This design comes from an exercise in tuning for small area, a short achievable clock period and few clock cycles on the open sky130 flow, not from production work. No run shown here included a check of the RTL's function; only the layout flow was run. No activity file was given, so power comes from the tool's default toggle rates.

==> flow/design.v (outline; a module is shown in full before it is edited, if it fits) <==
// module MyDesign: 1510 lines
// module fa: 4 lines
module MyDesign (
    input  wire        dut_run,
    output reg         dut_busy,
    input  wire        reset_b,
    input  wire        clk,
    output wire        input_sram_write_enable,
    output wire [11:0] input_sram_write_addresss,
    output wire [15:0] input_sram_write_data,
    output wire [11:0] input_sram_read_address,
    input  wire [15:0] input_sram_read_data,
    output reg         output_sram_write_enable,
    output wire [11:0] output_sram_write_addresss,
    output wire [15:0] output_sram_write_data,
    output wire [11:0] output_sram_read_address,
    input  wire [15:0] output_sram_read_data,
    output wire        scratchpad_sram_write_enable,
    output wire [11:0] scratchpad_sram_write_addresss,
    output wire [15:0] scratchpad_sram_write_data,
    output wire [11:0] scratchpad_sram_read_address,
    input  wire [15:0] scratchpad_sram_read_data,
    output wire        weights_sram_write_enable,
    output wire [11:0] weights_sram_write_addresss,
    output wire [15:0] weights_sram_write_data,
    output wire [11:0] weights_sram_read_address,
    input  wire [15:0] weights_sram_read_data
);
  // ...
==> flow/flow/run.sh <==
#!/bin/bash
# Layout: the standard ORFS flow (standard.sh, unchanged synthesis),
# with repair_timing asked to keep a setup margin of 7.75 ns on the design's
# 11 ns clock, and the port buffers made as buf_2 cells.
# Each ORFS step writes its full log under orfs/logs; make's output goes to
# standard.log.
set -o pipefail
bash standard.sh SETUP_SLACK_MARGIN=7.75 "BUFFER_PORTS_ARGS=-buffer_cell sky130_fd_sc_hd__buf_2" finish > standard.log 2>&1
==> flow/standard.sh <==
#!/bin/bash
# synth_recipe.tcl (not shown) runs the flow's synth.tcl, then flattens the netlist and writes it again
# the make line also repeats each setting of config.mk as NAME=value (left out here)
make -C /OpenROAD-flow-scripts/flow DESIGN_CONFIG=/design/flow/config.mk WORK_HOME=/design/flow/orfs CLKGATE_MAP_FILE= SYNTH_SCRIPT=/design/flow/synth_recipe.tcl "${@:-finish}"
==> flow/config.mk <==
export PLATFORM = sky130hd
export DESIGN_NAME = MyDesign
export DESIGN_NICKNAME = MyDesign
export VERILOG_FILES = /design/flow/design.v
export SDC_FILE = /design/flow/constraint.sdc
export NUM_CORES = 4
export LEC_CHECK = 0
export ABC_AREA = 1
export CAP_MARGIN = 20
export CORE_MARGIN = 2
export CORE_UTILIZATION = 55
export CTS_BUF_LIST = sky130_fd_sc_hd__clkbuf_8 sky130_fd_sc_hd__clkbuf_16
export CTS_CLUSTER_DIAMETER = 80
export CTS_CLUSTER_SIZE = 30
export SLEW_MARGIN = 20
export SYNTH_HIERARCHICAL = 1
export SYNTH_MINIMUM_KEEP_SIZE = 0
==> flow/constraint.sdc <==
create_clock -name core_clock -period 11.0 [get_ports {clk}]
set_input_delay 2.2000 -clock core_clock [delete_from_list [all_inputs] [get_ports {clk}]]
set_output_delay 2.2000 -clock core_clock [all_outputs]
set_load 0.01 [all_outputs]
==> out/qor_table.md, run 1 <==
| Group | Parameter | This run |
|---|---|---|
| route | Met3 routed WL | 8360 um |
| synth | Basic-gate share of the synthesized area counting and, or, nand and nor cells | 6.47% |
| sta | Final setup margin | 7520 ps |
| placed design | Worst slack at placement | 7110 ps |
| global routing | Number of antenna violations at the first check in global routing | 4 |
| cells and area | Post-route insts no fill | 3,627 |
| clock network | TritonCTS Buffers | 28 |
| placed design | Routability congestion estimate | 1.07 |
| status | Outcome | complete, no violations |
| power | Clock network power | 1.28 mW |
| cells and area | Num sequential | 489 |
| cells and area | Signal buffers share of area | 3.90% |
| synth | Main combinational cell family by area after synthesis | adder cells |
| placed design | Placed standard-cell area | 29,300 sq um |
| cells and area | Fraction of standard cell area that is sequential | 34.8% |
| clock network | Post-CTS Repair Setup Buffers | 63 |
| cells and area | Clock distribution area overhead in the final layout | 3.46% |
| cells and area | Number of antenna repair diodes | 1 |
| cells and area | Final core occ | 61.4% |
| critical path | Crit path buf inv count | 2 |
| power | Internal | 5.15 mW |
| global routing | Global Route met1 Usage | 45.2% |
| clock network | Clock latency on the worst-skew pair | 630 ps |
| cells and area | Non-clock buffer count | 160 |
| floorplanning | Tapcells inserted | 680 |
| critical path | Most used cell along the critical path | sky130_fd_sc_hd__fa_2 |
| synth | Number of synthesized flops with an enable pin | 115 |
| sta | Fin Clk Skew | 44.8 ps |
| synth | Post-synthesis average cell area | 10.2 sq um |
| critical path | Logic depth of the worst path, buffers included | 8 |
| hold path | Endpoint with the worst hold slack | wd_hi[3]$_DFF_P_ |
| global routing | Total global routing overflow | 0 |
| cells and area | Number of clock-tree buffers in the layout | 31 |
| synth | Synth Area in Adders | 24.8% |
| critical path | Largest stage delay on the critical path | 610 ps |
| clock network | Cts-stage hold buffer count | 0 |
| critical path | Dominant delay contributor by cell family on the critical path | adder cells |
| route | Post-route antenna net violation count | 0 |
| run | Max-cap violations | 0 |
| sta | Final Max Tran Viols | 0 |
| sta | Measured slew at the worst slew-check pin | 983 ps |
==> inputs of run 2 (changes only) <==
--- a/flow/design.v
+++ b/flow/design.v
@@ -75,27 +75,27 @@
       for (j = 0; j < 4; j = j + 1) begin
         b2 = w[2*j+1]; b1 = w[2*j]; b0 = (j == 0) ? 1'b0 : w[2*j-1];
         booth[3*j]   = b1 ^ b0;
         booth[3*j+1] = (b2 & ~b1 & ~b0) | (~b2 & b1 & b0);
         booth[3*j+2] = b2;
       end
     end
   endfunction
-  reg [107:0] kd;
+  reg [71:0] kr;    
   wire ld = rd & (st == 3'd0);
   always @(posedge clk) begin
-    if (ld && q == 5'd1) kd[23:0]  <= {booth(weights_sram_read_data[7:0]), booth(weights_sram_read_data[15:8])};
-    if (ld && q == 5'd2) kd[47:24] <= {booth(weights_sram_read_data[7:0]), booth(weights_sram_read_data[15:8])};
-    if (ld && q == 5'd3) kd[71:48] <= {booth(weights_sram_read_data[7:0]), booth(weights_sram_read_data[15:8])};
-    if (ld && q == 5'd4) kd[95:72] <= {booth(weights_sram_read_data[7:0]), booth(weights_sram_read_data[15:8])};
-    if (ld && q == 5'd5) kd[107:96] <= booth(weights_sram_read_data[15:8]);
+    if (ld && q == 5'd1) kr[15:0]  <= {weights_sram_read_data[7:0], weights_sram_read_data[15:8]};
+    if (ld && q == 5'd2) kr[31:16] <= {weights_sram_read_data[7:0], weights_sram_read_data[15:8]};
+    if (ld && q == 5'd3) kr[47:32] <= {weights_sram_read_data[7:0], weights_sram_read_data[15:8]};
+    if (ld && q == 5'd4) kr[63:48] <= {weights_sram_read_data[7:0], weights_sram_read_data[15:8]};
+    if (ld && q == 5'd5) kr[71:64] <= weights_sram_read_data[15:8];
     if (sw) begin
-      kd[35:0] <= kd[107:72];
-      kd[107:72] <= kd[35:0];
+      kr[23:0] <= kr[71:48];
+      kr[71:48] <= kr[23:0];
     end
   end
   reg [15:0] x0, x1, x2, x3, x4, x5;
   reg [2:0] ph;    
   always @(posedge clk) begin
     x0 <= input_sram_read_data;
     if (sw) begin
       x1 <= x3; x2 <= x0; x3 <= x1;
@@ -120,25 +120,25 @@
     px2 <= ph[2] ? x4[7:0] : x3[15:8];
     px3 <= ph[0] ? x3[7:0] : x2[15:8];
     px4 <= ph[1] ? x2[15:8] : x2[7:0];
     px5 <= ph[2] ? x2[7:0] : x1[15:8];
     px6 <= ph[0] ? x1[7:0] : x0[15:8];
     px7 <= ph[1] ? x0[15:8] : x0[7:0];
     px8 <= ph[2] ? x0[7:0] : input_sram_read_data[15:8];
   end
-  wire [11:0] kd0 = kd[11:0];
-  wire [11:0] kd1 = kd[23:12];
-  wire [11:0] kd2 = kd[35:24];
-  wire [11:0] kd3 = kd[47:36];
-  wire [11:0] kd4 = kd[59:48];
-  wire [11:0] kd5 = kd[71:60];
-  wire [11:0] kd6 = kd[83:72];
-  wire [11:0] kd7 = kd[95:84];
-  wire [11:0] kd8 = kd[107:96];
+  wire [11:0] kd0 = booth(kr[7:0]);
+  wire [11:0] kd1 = booth(kr[15:8]);
+  wire [11:0] kd2 = booth(kr[23:16]);
+  wire [11:0] kd3 = booth(kr[31:24]);
+  wire [11:0] kd4 = booth(kr[39:32]);
+  wire [11:0] kd5 = booth(kr[47:40]);
+  wire [11:0] kd6 = booth(kr[55:48]);
+  wire [11:0] kd7 = booth(kr[63:56]);
+  wire [11:0] kd8 = booth(kr[71:64]);
   wire y0_0_0 = (kd0[0] & px0[0]) ^ kd0[2];
   wire y0_0_1 = ((kd0[0] & px0[1]) | (kd0[1] & px0[0])) ^ kd0[2];
   wire y0_0_2 = ((kd0[0] & px0[2]) | (kd0[1] & px0[1])) ^ kd0[2];
   wire y0_0_3 = ((kd0[0] & px0[3]) | (kd0[1] & px0[2])) ^ kd0[2];
   wire y0_0_4 = ((kd0[0] & px0[4]) | (kd0[1] & px0[3])) ^ kd0[2];
   wire y0_0_5 = ((kd0[0] & px0[5]) | (kd0[1] & px0[4])) ^ kd0[2];
   wire y0_0_6 = ((kd0[0] & px0[6]) | (kd0[1] & px0[5])) ^ kd0[2];
   wire y0_0_7 = ((kd0[0] & px0[7]) | (kd0[1] & px0[6])) ^ kd0[2];
==> flow/flow/run.sh (replaced) <==
#!/bin/bash
# Layout: the standard ORFS flow (standard.sh, unchanged synthesis),
# with repair_timing asked to keep a setup margin of 7.6 ns on the design's
# 11 ns clock, and the port buffers made as buf_2 cells.
# Each ORFS step writes its full log under orfs/logs; make's output goes to
# standard.log.
set -o pipefail
bash standard.sh SETUP_SLACK_MARGIN=7.6 "BUFFER_PORTS_ARGS=-buffer_cell sky130_fd_sc_hd__buf_2" finish > standard.log 2>&1
==> out/qor_table.md, run 2 <==
| Group | Parameter | This run | Delta |
|---|---|---|---|
| floorplanning | Die Height | 230 um | was 233 um |
| cells and area | Post-route cell area | 31,600 sq um | about the same |
| sta | Final setup margin | 7370 ps | was 7520 ps |
| clock network | Deepest level of the CTS H-tree | 1 | unchanged |
| global routing | Number of antenna violations at the first check in global routing | 0 | was 4 |
| clock network | CTS tree | done | unchanged |
| route | Routed wire length | 90,900 um | was 92,200 um |
| sta | Timing-limited maximum frequency | 0.275 GHz | was 0.288 GHz |
| synth | Top cells by area, synth | sky130_fd_sc_hd__dfxtp_1 (27%), sky130_fd_sc_hd__fa_1 (23%), sky130_fd_sc_hd__xor2_1 (9.2%) | was sky130_fd_sc_hd__dfxtp_1 (26%), sky130_fd_sc_hd__fa_1 (23%), sky130_fd_sc_hd__edfxtp_1 (12%) |
| power | Comb pwr share | 57.8% | was 57.5% |
| synth | Fraction of the yosys area taken by sequential cells | 35.2% | was 38.0% |
| route | Post-route antenna net violation count | 0 | unchanged |
| cells and area | Most frequent standard cell in the layout excluding fill and tap cells | sky130_fd_sc_hd__nand2_1 | was sky130_fd_sc_hd__dfxtp_1 |
| power | Share of power burned in registers | 28.3% | was 28.7% |
| global routing | Vias in the first global route | 20,500 | was 20,200 |
| hold path | Hold path cells | 0 | unchanged |
| clock network | Clock latency on the worst-skew pair | 630 ps | about the same |
| global routing | All-Layer GR Usage | 34.1% | was 34.2% |
| synth | Yosys warning count | 7 | unchanged |
| floorplanning | Area of the placeable core | 50,200 sq um | was 51,500 sq um |
| critical path | Reg2Reg Depth | 10 | was 8 |
| synth | Post-synthesis average cell area | 9.74 sq um | was 10.2 sq um |
| floorplanning | Starting density of the core | 55.8% | was 56.0% |
| route | Via count | 21,000 | was 20,500 |
| sta | Period utilisation layout | 33.0% | was 31.6% |
| cells and area | Fill count | 4,145 | was 4,315 |
| global routing | Total global routing overflow | 0 | unchanged |
| power | Internal | 4.89 mW | was 5.15 mW |
| cells and area | Syn-to-layout area delta | 12.8% | was 9.68% |
| synth | Number of different library cells in the post-synthesis netlist | 39 | was 35 |
| sta | Count of final hold-check violations | 0 | unchanged |
| sta | Summed negative setup slack over all endpoints | 0 ps | unchanged |
| clock network | Clock buffer depth | 3 | unchanged |
| synth | Most used flip-flop cell after synthesis | sky130_fd_sc_hd__dfxtp_1 | unchanged |
| sta | Total setup violations reported at the end of the flow | 0 | unchanged |
| critical path | Data required, critical path | 11,560 ps | was 11,500 ps |
| critical path | Maximum net fanout on the critical path | 6 | was 7 |
| power | Reported leakage power | 14.0 nW | was 13.8 nW |
| floorplanning | Std cell rows | 82 | was 83 |
| sta | Final Max Tran Viols | 0 | unchanged |
| critical path | Critical path type | reg2reg | unchanged |
| hold path | Worst hold path type | reg2reg | unchanged |
| clock network | Buffer cell driving the clock tree root | sky130_fd_sc_hd__clkbuf_16 | unchanged |
| cells and area | Register with the most flip-flops | kr | was kd |
| placed design | Worst slack at placement | 6460 ps | was 7110 ps |
| clock network | CTS clk-pin slew, worst paths | 100 ps | was 120 ps |
| cells and area | Number of flip-flops under the largest register name | 72 | was 108 |
| run | Max-cap violations | 0 | unchanged |
| synth | Number of synthesized flops with an enable pin | 79 | was 115 |
| critical path | Crit end category | flip-flop | unchanged |
| sta | Relative slew margins | 35.1% | was 34.4% |
| hold path | Endpoint with the worst hold slack | wd_hi[1]$_DFF_P_ | was wd_hi[3]$_DFF_P_ |
| synth | Cell type with the highest aggregate area in the netlist | sky130_fd_sc_hd__dfxtp_1 | unchanged |
| placed design | Placed standard-cell area | 28,500 sq um | was 29,300 sq um |
| critical path | Type of element launching the critical path | flip-flop | unchanged |
| clock network | Cts-stage hold buffer count | 0 | unchanged |
| placed design | Routability congestion estimate | 1.04 | was 1.07 |
| clock network | Clk sink count | 453 | was 489 |
| status | Outcome | complete, no violations | unchanged |
| hold path | Critical hold path startpoint | wd_lo[1]$_SDFF_PN0_ | was wd_lo[3]$_SDFF_PN0_ |
| sta | Measured slew at the worst slew-check pin | 971 ps | was 983 ps |
| synth | Top post-synthesis cells by count | sky130_fd_sc_hd__nand2_1 (435), sky130_fd_sc_hd__dfxtp_1 (374), sky130_fd_sc_hd__inv_1 (344) | was sky130_fd_sc_hd__inv_1 (375), sky130_fd_sc_hd__dfxtp_1 (374), sky130_fd_sc_hd__fa_1 (326) |
| placed design | Count of input and output buffers | 67 | unchanged |
| route | Avg Vias per Cell | 5.64 | was 5.65 |
| placed design | HPWL reported at the end of detailed placement | 73,100 um | was 75,100 um |
| clock network | TritonCTS Buffers | 27 | was 28 |
| route | DRT Pass-1 Iters | 6 | unchanged |
| synth | Synthesized instance count | 2,875 | was 2,816 |
| placed design | Number of cells in the design after placement | 3,547 | was 3,493 |
| synth | Proportion of register bits with asynchronous set or reset after synthesis | 0% | unchanged |
| sta | Fin Clk Skew | 40.0 ps | was 44.8 ps |
| route | First-iteration detailed-routing DRC count | 2,470 | was 2,210 |
| synth | Most used standard cell by instance count after synthesis | sky130_fd_sc_hd__nand2_1 | was sky130_fd_sc_hd__inv_1 |
| power | Worst supply voltage drop on vdd | 0.000213 V | was 0.000210 V |
| critical path | R2R Setup Slk | 7370 ps | was 7520 ps |
| synth | Number of storage elements in the synthesis netlist | 453 | was 489 |
| sta | Tmin final | 3630 ps | was 3480 ps |
| critical path | Beginning of the worst register-to-register path | kr[37]$_DFFE_PP_ | was kd[15]$_DFFE_PP_ |
| synth | Cell area after synthesis | 28,000 sq um | was 28,800 sq um |
| power | Switching fraction of total power | 44.2% | was 44.4% |
| global routing | Largest net degree at the start of global routing | 87 | was 99 |
| sta | Setup repair after global routing missed its margin | yes | unchanged |
| cells and area | Number of antenna repair diodes | 0 | was 1 |
| power | Power density of the placed cells | 277 nW/um^2 | was 293 nW/um^2 |
| synth | Area fraction of the dominant cell type after synthesis | 26.7% | was 26.0% |
| critical path | Arrival time worst endpoint | 4190 ps | was 3980 ps |
| floorplanning | Die Area | 52,700 sq um | was 54,200 sq um |
| power | Portion of total power attributed to the clock network | 14.0% | was 13.8% |
| critical path | Endpoint of the lowest-slack register-to-register path | r586$_DFF_P_ | was r570$_DFF_P_ |
| cells and area | Top library cells by usage in the layout, fill and taps aside | sky130_fd_sc_hd__nand2_1 (387), sky130_fd_sc_hd__dfxtp_1 (371), sky130_fd_sc_hd__inv_1 (324) | was sky130_fd_sc_hd__dfxtp_1 (337), sky130_fd_sc_hd__nand2_1 (316), sky130_fd_sc_hd__inv_1 (307) |
| floorplanning | Number of placed I/O pins | 232 | unchanged |
| global routing | First-pass GRT wire length | 131,000 um | was 133,000 um |
| power | Net switching power | 3.87 mW | was 4.11 mW |
| route | WL per Instance | 24.4 um | was 25.4 um |
| cells and area | Number of nets in the layout | 3,480 | was 3,368 |
| route | Remaining design rule violation count | 0 | unchanged |
| floorplanning | Floorplan die width | 230 um | was 233 um |
| cells and area | Fraction of layout cells with a size suffix above 1 | 16.2% | was 13.3% |
| cells and area | Post-route insts no fill | 3,729 | was 3,627 |
run 2: area by class of cell:
type | instances | area (sq um) | area share [%]
Clock buffer | 28 | 689 | 2.18
Inverter | 344 | 1320 | 4.18
Clock inverter | 20 | 370 | 1.17
Timing Repair Buffer | 212 | 1550 | 4.92
Sequential cell | 453 | 9860 | 31.2
Multi-Input combinational cell | 2000 | 17000 | 53.7
Tap cell | 672 | 841 | 2.66
run 2: cells by family after synthesis:
kind of cell             after synthesis  share of synthesized area (%)
AO/OA/AOI/OAI                        542                           11.0
XOR/XNOR                             301                           9.42
adder cells (fa/ha/maj)              375                           25.5
buffers and inverters                553                           9.35
flip-flops                           453                           35.2
multiplexers                           8                          0.322
other                                  1                         0.0134
AND/OR/NAND/NOR                      642                           9.19
run 2: power by group through the flow:
stage                     Sequential (mW)  Combinational, mW  Clock, mW
after global routing                 2.52               5.64       1.31
after detailed placement             2.53               4.92          0
after global placement               2.52               4.78          0
final                                2.47               5.06       1.22
after CTS                            2.48               5.04       1.25
after floorplan                      2.43               3.20          0
run 2: worst max-delay path by stage:
stage / from / endpoint / slack (ps) / cells after the start
6_report: kr[37]$_DFFE_PP_ / r586$_DFF_P_ / 7370 / 10
5_1_grt: kr[37]$_DFFE_PP_ / r586$_DFF_P_ / 7340 / 10
4_1_cts: kr[35]$_DFFE_PP_ / r570$_DFF_P_ / 7440 / 11
3_5_place_dp: kr[3]$_DFFE_PP_ / r562$_DFF_P_ / 6460 / 8
3_3_place_gp: kr[3]$_DFFE_PP_ / r562$_DFF_P_ / 6520 / 8
2_1_floorplan: kr[43]$_DFFE_PP_ / r570$_DFF_P_ / 7600 / 11
run 2: critical path: stages, from the launching register on:
cell	delay, ps
sky130_fd_sc_hd__edfxtp_1	520
sky130_fd_sc_hd__buf_6	170
sky130_fd_sc_hd__buf_6	110
sky130_fd_sc_hd__a21oi_4	270
sky130_fd_sc_hd__o22ai_2	110
sky130_fd_sc_hd__xor2_1	170
sky130_fd_sc_hd__fa_2	630
sky130_fd_sc_hd__fa_2	500
sky130_fd_sc_hd__fa_1	530
sky130_fd_sc_hd__inv_2	40
sky130_fd_sc_hd__fa_2	530
run 2: metrics by stage:
step                      utilization [%]  hold WS, ps  total power, mW
after floorplan                         -          331             5.63
after global placement               56.7          336             7.30
after detailed placement             56.7          341             7.46
after CTS                            61.4          349             8.77
after global routing                 63.0          359             9.47
final                                63.0          347             8.76
run 2: what timing repair did:
action | 4_1_cts | 5_1_grt
buffers inserted | 97 | 37
gates resized for setup | 146 | 127
pin swaps | 27 | 73
setup endpoints to repair | 79 | 54
run 2: Yosys stat by module (local to each module, per instance):
module / flops+latches / times used
MyDesign: 453 / 1
fa: 0 / 325
run 2: routing by layer:
layer	vias up	wire (um)	global-route usage, %
met5	-	0	0
met4	0	6900	20.7
met3	221	7250	4.71
met2	1051	40600	52.3
met1	10400	36200	46.3
li1	9367	-	-
==> inputs of run 3 (changes only) <==
==> flow/flow/run.sh (replaced) <==
#!/bin/bash
# Layout: the standard ORFS flow (standard.sh, unchanged synthesis),
# with repair_timing asked to keep a setup margin of 7.8 ns on the design's
# 11 ns clock, and the port buffers made as buf_2 cells.
# Each ORFS step writes its full log under orfs/logs; make's output goes to
# standard.log.
set -o pipefail
bash standard.sh SETUP_SLACK_MARGIN=7.8 "BUFFER_PORTS_ARGS=-buffer_cell sky130_fd_sc_hd__buf_2" finish > standard.log 2>&1
==> out/qor_table.md, run 3 <==
| Group | Parameter | This run | Delta |
|---|---|---|---|
| synth | Yosys warning count | 7 | unchanged |
| clock network | Clock latency on the worst-skew pair | 600 ps | was 630 ps |
| sta | Summed negative setup slack over all endpoints | 0 ps | unchanged |
| floorplanning | Area of the placeable core | 50,200 sq um | unchanged |
| placed design | Count of input and output buffers | 67 | unchanged |
| sta | Post-Route Hold Slack | 359 ps | was 347 ps |
| synth | Main combinational cell family by area after synthesis | adder cells | unchanged |
| synth | Most used flip-flop cell after synthesis | sky130_fd_sc_hd__dfxtp_1 | unchanged |
| global routing | First-pass GRT wire length | 130,000 um | was 131,000 um |
| sta | Fin Clk Skew | 31.5 ps | was 40.0 ps |
| synth | Top post-synthesis cells by count | sky130_fd_sc_hd__nand2_1 (435), sky130_fd_sc_hd__dfxtp_1 (374), sky130_fd_sc_hd__inv_1 (344) | unchanged |
| power | Internal | 4.91 mW | was 4.89 mW |
| sta | Count of final hold-check violations | 0 | unchanged |
| power | Reported leakage power | 14.0 nW | about the same |
| floorplanning | Die Area | 52,700 sq um | unchanged |
| cells and area | Fraction of layout cells with a size suffix above 1 | 17.7% | was 16.2% |
| synth | Top cells by area, synth | sky130_fd_sc_hd__dfxtp_1 (27%), sky130_fd_sc_hd__fa_1 (23%), sky130_fd_sc_hd__xor2_1 (9.2%) | unchanged |
| hold path | Hold path cells | 0 | unchanged |
| power | Net switching power | 3.83 mW | was 3.87 mW |
| sta | Measured slew at the worst slew-check pin | 1050 ps | was 971 ps |
| global routing | Number of antenna violations at the first check in global routing | 2 | was 0 |
| synth | Area share of xor/xnor cells in the synthesized design | 9.42% | unchanged |
| synth | Number of storage elements in the synthesis netlist | 453 | unchanged |
| power | Share of power burned in registers | 28.3% | about the same |
| critical path | Arrival time worst endpoint | 4100 ps | was 4190 ps |
| run | Max-cap violations | 0 | unchanged |
| cells and area | Syn-to-layout area delta | 13.7% | was 12.8% |
| cells and area | Number of flip-flops under the largest register name | 72 | unchanged |
| critical path | Data required, critical path | 11,460 ps | was 11,560 ps |
| clock network | Clock buffer depth | 3 | unchanged |
| route | Via count | 21,000 | about the same |
| power | Power density of the placed cells | 275 nW/um^2 | was 277 nW/um^2 |
| critical path | Maximum net fanout on the critical path | 5 | was 6 |
| clock network | TritonCTS Buffers | 26 | was 27 |
| synth | Proportion of register bits with asynchronous set or reset after synthesis | 0% | unchanged |
| route | Remaining design rule violation count | 0 | unchanged |
| clock network | Cts-stage hold buffer count | 0 | unchanged |
| synth | Basic-gate share of the synthesized area counting and, or, nand and nor cells | 9.19% | unchanged |
| clock network | Clk sink count | 453 | unchanged |
| sta | Period utilisation layout | 33.2% | was 33.0% |
| route | DRT Pass-1 Iters | 6 | unchanged |
| global routing | Total global routing overflow | 0 | unchanged |
| route | Avg Vias per Cell | 5.63 | was 5.64 |
| critical path | Reg2Reg Depth | 10 | unchanged |
| synth | Cell area after synthesis | 28,000 sq um | unchanged |
| cells and area | Number of nets in the layout | 3,480 | unchanged |
| synth | Most used standard cell by instance count after synthesis | sky130_fd_sc_hd__nand2_1 | unchanged |
| synth | Synth Area in Adders | 25.5% | unchanged |
| clock network | Deepest level of the CTS H-tree | 1 | unchanged |
| global routing | Largest net degree at the start of global routing | 91 | was 87 |
| synth | Cell type with the highest aggregate area in the netlist | sky130_fd_sc_hd__dfxtp_1 | unchanged |
| route | Routed wire length | 90,400 um | was 90,900 um |
| clock network | Buffer cell driving the clock tree root | sky130_fd_sc_hd__clkbuf_16 | unchanged |
| critical path | Type of element launching the critical path | flip-flop | unchanged |
| hold path | Worst hold path type | reg2reg | unchanged |
| power | Comb pwr share | 58.5% | was 57.8% |
| sta | Relative slew margins | 29.7% | was 35.1% |
| cells and area | Register with the most flip-flops | kr | unchanged |
| power | Portion of total power attributed to the clock network | 13.2% | was 14.0% |
| route | WL per Instance | 24.2 um | was 24.4 um |
| power | Switching fraction of total power | 43.9% | was 44.2% |
| synth | Post-synthesis average cell area | 9.74 sq um | unchanged |
| sta | Tmin final | 3650 ps | was 3630 ps |
| sta | Total setup violations reported at the end of the flow | 0 | unchanged |
| clock network | CTS clk-pin slew, worst paths | 110 ps | was 100 ps |
| placed design | Routability congestion estimate | 1.04 | about the same |
| clock network | CTS tree | done | unchanged |
| synth | Number of synthesized flops with an enable pin | 79 | unchanged |
| floorplanning | Std cell rows | 82 | unchanged |
| cells and area | Most frequent standard cell in the layout excluding fill and tap cells | sky130_fd_sc_hd__nand2_1 | unchanged |
| critical path | Crit end category | flip-flop | unchanged |
| cells and area | Top library cells by usage in the layout, fill and taps aside | sky130_fd_sc_hd__nand2_1 (389), sky130_fd_sc_hd__dfxtp_1 (354), sky130_fd_sc_hd__inv_1 (322) | was sky130_fd_sc_hd__nand2_1 (387), sky130_fd_sc_hd__dfxtp_1 (371), sky130_fd_sc_hd__inv_1 (324) |
| status | Outcome | complete, no violations | unchanged |
| cells and area | Final core occ | 63.4% | was 63.0% |
| floorplanning | Starting density of the core | 55.8% | unchanged |
| route | Post-route antenna net violation count | 0 | unchanged |
| route | First-iteration detailed-routing DRC count | 2,290 | was 2,470 |
| critical path | Critical path type | reg2reg | unchanged |
| synth | Synthesized-area fraction occupied by ao, oa, aoi and oai cells | 11.0% | unchanged |
| sta | Final Max Tran Viols | 0 | unchanged |
| floorplanning | Number of placed I/O pins | 232 | unchanged |
| sta | Timing-limited maximum frequency | 0.274 GHz | was 0.275 GHz |
| synth | Portion of netlist area occupied by mux cells | 0.322% | unchanged |
| placed design | HPWL reported at the end of detailed placement | 72,800 um | was 73,100 um |
| global routing | Vias in the first global route | 20,400 | was 20,500 |
| floorplanning | Floorplan die width | 230 um | unchanged |
| sta | Setup repair after global routing missed its margin | yes | unchanged |
| floorplanning | Die Height | 230 um | unchanged |
| global routing | All-Layer GR Usage | 33.8% | was 34.1% |
| power | Worst supply voltage drop on vdd | 0.000235 V | was 0.000213 V |
| synth | Area fraction of the dominant cell type after synthesis | 26.7% | unchanged |
| synth | Synthesized instance count | 2,875 | unchanged |
| synth | Fraction of the yosys area taken by sequential cells | 35.2% | unchanged |
| synth | Number of different library cells in the post-synthesis netlist | 39 | unchanged |
run 3: metal layers:
metal | routed length, um | global-route usage (%) | part of all wire, % | vias up
met5 | 15 | 0 | 0.017 | -
met4 | 6580 | 19.5 | 7.3 | 2
met3 | 7590 | 5.48 | 8.4 | 230
met2 | 41100 | 52.9 | 45 | 1074
met1 | 35100 | 44.9 | 39 | 10300
li1 | - | - | - | 9360
run 3: logic make-up after synthesis:
logic type / Yosys count
adders and majority gates: 375
xor gates and xnor gates: 301
and+or+nand+nor: 642
muxes: 8
other: 1
AOI/OAI and AO/OA: 542
DFF: 453
buffers and inverters: 553
run 3: final timing paths:
path	startpoint	to	slack [ps]
max	kr[21]$_DFFE_PP_	r578$_DFF_P_	7350
min	x4[0]$_DFF_P_	x5[0]$_DFF_P_	360
max reg2reg	kr[21]$_DFFE_PP_	r578$_DFF_P_	7350
min reg2reg	x4[0]$_DFF_P_	x5[0]$_DFF_P_	360
run 3: metrics by stage:
| step | instances | setup WS (ps) | instance area, sq um | total power, mW |
|---|---|---|---|---|
| after global placement | 3546 | 6720 | 28600 | 7.33 |
| after global routing | 3730 | 7310 | 31800 | 9.47 |
| after CTS | 3687 | 7390 | 31000 | 8.76 |
| final | 3731 | 7350 | 31800 | 8.74 |
| after detailed placement | 3546 | 6640 | 28600 | 7.45 |
| after floorplan | 3006 | 7770 | 28800 | 5.63 |
run 3: area by class of cell:
cell class	count	area (sq um)
antenna	1	2.50
clock buffer	27	676
clock inverter	21	318
fill	4179	18400
inverter	344	1330
multi-input combinational	2000	17100
sequential	453	9880
tap	672	841
timing repair buffer	213	1670
run 3: power by group through the flow:
stage | combinational [mW] | clock (mW) | sequential, mW
3_5_place_dp | 4.93 | 0 | 2.52
6_report | 5.11 | 1.16 | 2.47
3_3_place_gp | 4.82 | 0 | 2.51
4_1_cts | 5.10 | 1.18 | 2.47
2_1_floorplan | 3.21 | 0 | 2.43
5_1_grt | 5.72 | 1.24 | 2.51
run 3: timing repair:
action	CTS	global route
endpoints found under the setup margin	129	95
gates resized for setup	190	130
pin swaps	53	58
hold endpoints to repair	0	0
setup buffers	93	43
cloned	0	0
run 3: worst max-delay path, cell delays in order (launching register included):
cell and delay, ps:
sky130_fd_sc_hd__edfxtp_1 510, sky130_fd_sc_hd__nor2_2 80, sky130_fd_sc_hd__buf_6 130, sky130_fd_sc_hd__o21ai_4 250
sky130_fd_sc_hd__o22ai_2 120, sky130_fd_sc_hd__xor2_2 290, sky130_fd_sc_hd__fa_2 560, sky130_fd_sc_hd__fa_2 610
sky130_fd_sc_hd__fa_2 420, sky130_fd_sc_hd__inv_1 90, sky130_fd_sc_hd__fa_2 440
run 3: per-module statistics from Yosys (local to each module, per instance):
module,cell area [sq um],times used,flip-flops and latches
MyDesign,21500,1,453
fa,20.0,325,0

-- port drivers added, routing unchanged --
The flow's constraints put no driver on any port. The routed layouts listed below were extracted and timed again, unchanged, in two steps.
Step 1 (the two cells are an assumption about what drives the block):
set clk [get_ports {clk}]
set_driving_cell -lib_cell sky130_fd_sc_hd__clkbuf_16 $clk
set_driving_cell -lib_cell sky130_fd_sc_hd__buf_2 [delete_from_list [all_inputs] $clk]
Step 2 times the ports against the registers' clock, not the clock port: input delays grow and output delays shrink by t, the midpoint of the rising clock arrivals with the driver on.
Three values: ideal ports, drivers, drivers and shift; two values: the first two.
| run | shift t [ns] | slack for setup (ns) | pins driven straight from the clock port |
|---|---|---|---|
| run 1 | 0.667 | 7.523 / 7.523 / 7.288 | 1 |
| run 2 | 0.673 | 7.368 / 7.368 / 7.368 | 1 |
| run 3 | 0.649 | 7.352 / 7.352 / 7.352 | 1 |
After both steps setup and hold are still met in every run listed. The setup slack of run 1, which loses most, moves by 0.000 ns with the drivers and by -0.235 ns with both steps.
